From an optimization exercise on the open Yosys and OpenROAD flow, aimed at small area and a short achievable clock period; shortcuts taken in it are not production practice.
Only simulation tests tie the RTL to the original design; equivalence was not proved.
The clock input has no modelled driver; a real chip could not lean on it and would need a root buffer or a full tree.
Power figures rest on the tool's default switching activity, not on a simulated workload.

run 1:
Design operator, start of the top module:
module operator (
    input logic rst,
    input logic clk,
    input logic [31:0] reg_addr,
    input logic [31:0] reg_wr_data,
    input logic reg_wr,
    input logic [31:0] a,
    input logic [31:0] b,
    input logic [31:0] c,
    output logic [63:0] z
);
Size: ~590 cells after synthesis, about 150 flip-flops, roughly 6600 sq um of cells after synthesis.
clock: 6.0 ns
lec_check: 0
abc_clock_period_in_ps: 1000
cap_margin: 20
core_margin: 2
core_utilization: 65
cts_buf_list: sky130_fd_sc_hd__clkbuf_4 sky130_fd_sc_hd__clkbuf_8
cts_cluster_diameter: 60
cts_cluster_size: 30
setup_slack_margin: 3.7
slew_margin: 20
standard.sh (not shown) runs the stock make flow with config.mk's settings and CLKGATE_MAP_FILE= SYNTH_SCRIPT=/design/flow/synth_recipe.tcl, a recipe that flattens the netlist after the stock synthesis.
==> flow/flow/run.sh <==
#!/bin/bash
# Standard ORFS layout, except that:
#  - the port buffers are small plain buffers (buffer_ports otherwise picks a
#    large delay cell for every port);
#  - the clock tree is two levels: the clock port drives a root clock
#    buffer, which drives eight leaf buffers, each driving the flip-flops of
#    one eighth of the core (manual_cts.tcl).
set -euo pipefail
W=$(pwd)
bash standard.sh synth > "$W/make_synth.log" 2>&1
export BUFFER_PORTS_ARGS="-buffer_cell sky130_fd_sc_hd__buf_1"
export PRE_CTS_TCL="$W/flow/manual_cts.tcl"
bash standard.sh > "$W/make_layout.log" 2>&1
==> flow/flow/manual_cts.tcl <==
# A two-level clock tree: the clock port drives one root clock buffer, which
# drives one leaf clock buffer per region of the core; each leaf drives the
# flip-flops of its region. The regions split the flip-flops into n_cols
# columns of equal count by x, and each column into n_rows rows by y.
proc manual_clock_tree {n_cols n_rows leaf_master root_master} {
  set block [ord::get_db_block]
  set net [$block findNet clk]
  set leaf_m [[ord::get_db] findMaster $leaf_master]
  set root_m [[ord::get_db] findMaster $root_master]
  set sinks {}
  foreach it [$net getITerms] {
    set bb [[$it getInst] getBBox]
    lappend sinks [list $it [expr {([$bb xMin] + [$bb xMax]) / 2}] [expr {([$bb yMin] + [$bb yMax]) / 2}]]
  }
  set n [llength $sinks]
  set by_x [lsort -integer -index 1 $sinks]
  set groups {}
  for {set c 0} {$c < $n_cols} {incr c} {
    set col [lsort -integer -index 2 [lrange $by_x [expr {$c * $n / $n_cols}] [expr {($c + 1) * $n / $n_cols - 1}]]]
    set m [llength $col]
    for {set r 0} {$r < $n_rows} {incr r} {
      lappend groups [lrange $col [expr {$r * $m / $n_rows}] [expr {($r + 1) * $m / $n_rows - 1}]]
    }
  }
  # the root buffer, between the port net and the leaves' net
  set root [odb::dbInst_create $block $root_m "clkbuf_root"]
  set trunk [odb::dbNet_create $block "clknet_root"]
  $trunk setSigType CLOCK
  [$root findITerm A] connect $net
  [$root findITerm X] connect $trunk
  set k 0
  set rx 0
  set ry 0
  foreach g $groups {
    set sx 0; set sy 0
    foreach s $g { incr sx [lindex $s 1]; incr sy [lindex $s 2] }
    set cx [expr {$sx / [llength $g]}]
    set cy [expr {$sy / [llength $g]}]
    incr rx $cx
    incr ry $cy
    set inst [odb::dbInst_create $block $leaf_m "clkbuf_leaf_$k"]
    $inst setLocation $cx $cy
    $inst setPlacementStatus PLACED
    set leaf [odb::dbNet_create $block "clknet_leaf_$k"]
    $leaf setSigType CLOCK
    foreach s $g {
      set it [lindex $s 0]
      $it disconnect
      $it connect $leaf
    }
    [$inst findITerm A] connect $trunk
    [$inst findITerm X] connect $leaf
    puts "clock leaf $k: [llength $g] sinks at ($cx, $cy)"
    incr k
  }
  $root setLocation [expr {$rx / $k}] [expr {$ry / $k}]
  $root setPlacementStatus PLACED
  $net setSigType CLOCK
}

# Used in place of TritonCTS: cts.tcl calls clock_tree_synthesis, then
# legalises the placement and repairs timing as usual.
rename clock_tree_synthesis tritoncts_clock_tree_synthesis
proc clock_tree_synthesis {args} {
  manual_clock_tree 4 2 sky130_fd_sc_hd__clkbuf_16 sky130_fd_sc_hd__clkbuf_16
  set_propagated_clock [all_clocks]
}
Having completed the whole flow, run 1 delivered a layout that passed the timing, design-rule and antenna checks.
[inputs] run 2 vs run 1
- CORE_UTILIZATION now 80, was 65
diff --git a/flow/flow/run.sh b/flow/flow/run.sh
--- a/flow/flow/run.sh
+++ b/flow/flow/run.sh
@@ -6,2 +6,2 @@
-#    buffer, which drives eight leaf buffers, each driving the flip-flops of
-#    one eighth of the core (manual_cts.tcl).
+#    buffer, which drives six leaf buffers, each driving the flip-flops of
+#    one sixth of the core (manual_cts.tcl).
diff --git a/flow/flow/manual_cts.tcl b/flow/flow/manual_cts.tcl
--- a/flow/flow/manual_cts.tcl
+++ b/flow/flow/manual_cts.tcl
@@ -65 +65 @@
-  manual_clock_tree 4 2 sky130_fd_sc_hd__clkbuf_16 sky130_fd_sc_hd__clkbuf_16
+  manual_clock_tree 3 2 sky130_fd_sc_hd__clkbuf_16 sky130_fd_sc_hd__clkbuf_16
Notes after the runs:
- Run 2 completed; timing, DRC and antenna clean
- Between run 1 and run 2, the timing-limited maximum frequency is lower for run 2.
- Of run 1 and run 2, the run reporting the lower met1 usage was run 1.
- The lower overall power consumption came out of run 1.
- Status: summed area of non-filler cells in the final layout parity (run 2, run 1)
- Relative slew slack: run 2 vs run 1 down 8.8 points
- In the metrics for run 1 and run 2, the one carrying the lower total power per unit cell area is run 1.
## Diff of input files: run 3 against run 2
- changing CORE_UTILIZATION from 80 to 67
==> summary.txt <==
Higher wire length of the first global-routing pass among run 3 and run 2: run 2. Summary of run 3 over run 2: post-placement worst setup slack went up 0.080 ns; total power went down about 7%.
### run 3 -> run 4
- swapping 67 for 65 in CORE_UTILIZATION
- putting ABC_AREA at 1 where nothing was set
Findings:
- Going from run 3 to run 4, final wirelength picked up an extra about 15%; minimum period implied by the final worst setup slack fell 0.083 ns; number of hold buffers added after CTS about even; die height increased by about 6% relative to the old numbers.
- Going from run 3 to run 4, final area grew by a few percent.
- Comparing die area for run 3 and run 4, the bigger number came from run 4.
- Of the two values seen for combinational family with the most area after synthesis, simple AND/OR/NAND/NOR gates was produced by run 4 and adder cells by run 3.
- The run showing the smaller utilization is run 4.
Input-level comparison between run 5 and run 4:
- ABC_AREA: 1 -> unset
- CORE_UTILIZATION: 65 -> 70
[summary]
- Compared with run 4, run 5 shows a final total power that is about 2.3% lower.
- Compared with run 4, in run 5 core utilization higher, wire length shrank by 13%, proportion of synthesized flip-flops having asynchronous set or reset stayed essentially flat.
- Run 4 was larger in final cell area than run 5.
- Going from run 4 to run 5, insertion delay to the later sink of the worst-skew pair ~0 delta; maximum frequency -15 MHz; setup slack -0.072 ns.
No run of this note takes its clock network from TritonCTS; it comes from the design's own scripts or RTL.

==> port drivers added, routing unchanged <==
The flow's constraints put no driver on any port. The routed layouts listed below were extracted and timed again, unchanged, in two steps. Step 1 (the two cells are an assumption about what drives the block):
set clk [get_ports {clk}]
set_driving_cell -lib_cell sky130_fd_sc_hd__clkbuf_16 $clk
set_driving_cell -lib_cell sky130_fd_sc_hd__buf_2 [delete_from_list [all_inputs] $clk]
Step 2 also shifts input and output timing later by t, the mid clock arrival at the registers, as if the neighbouring blocks saw the same clock. a / b / c = no drivers / after step 1 / after step 2; a / b = the first two.
run	t, ns	setup WS [ns]	pins driven straight from the clock port
run 1	0.398	3.783 / 3.783 / 3.575	1
run 2	0.399	3.596 / 3.596 / 3.389	1
run 3	0.384	3.739 / 3.739 / 3.577	1
run 4	0.394	3.822 / 3.780 / 3.665	1
run 5	0.384	3.750 / 3.750 / 3.547	1
After both steps setup and hold are still met in every run listed. For run 1, which loses most, drivers alone change the setup slack by 0.000 ns; drivers and shift together by -0.208 ns.
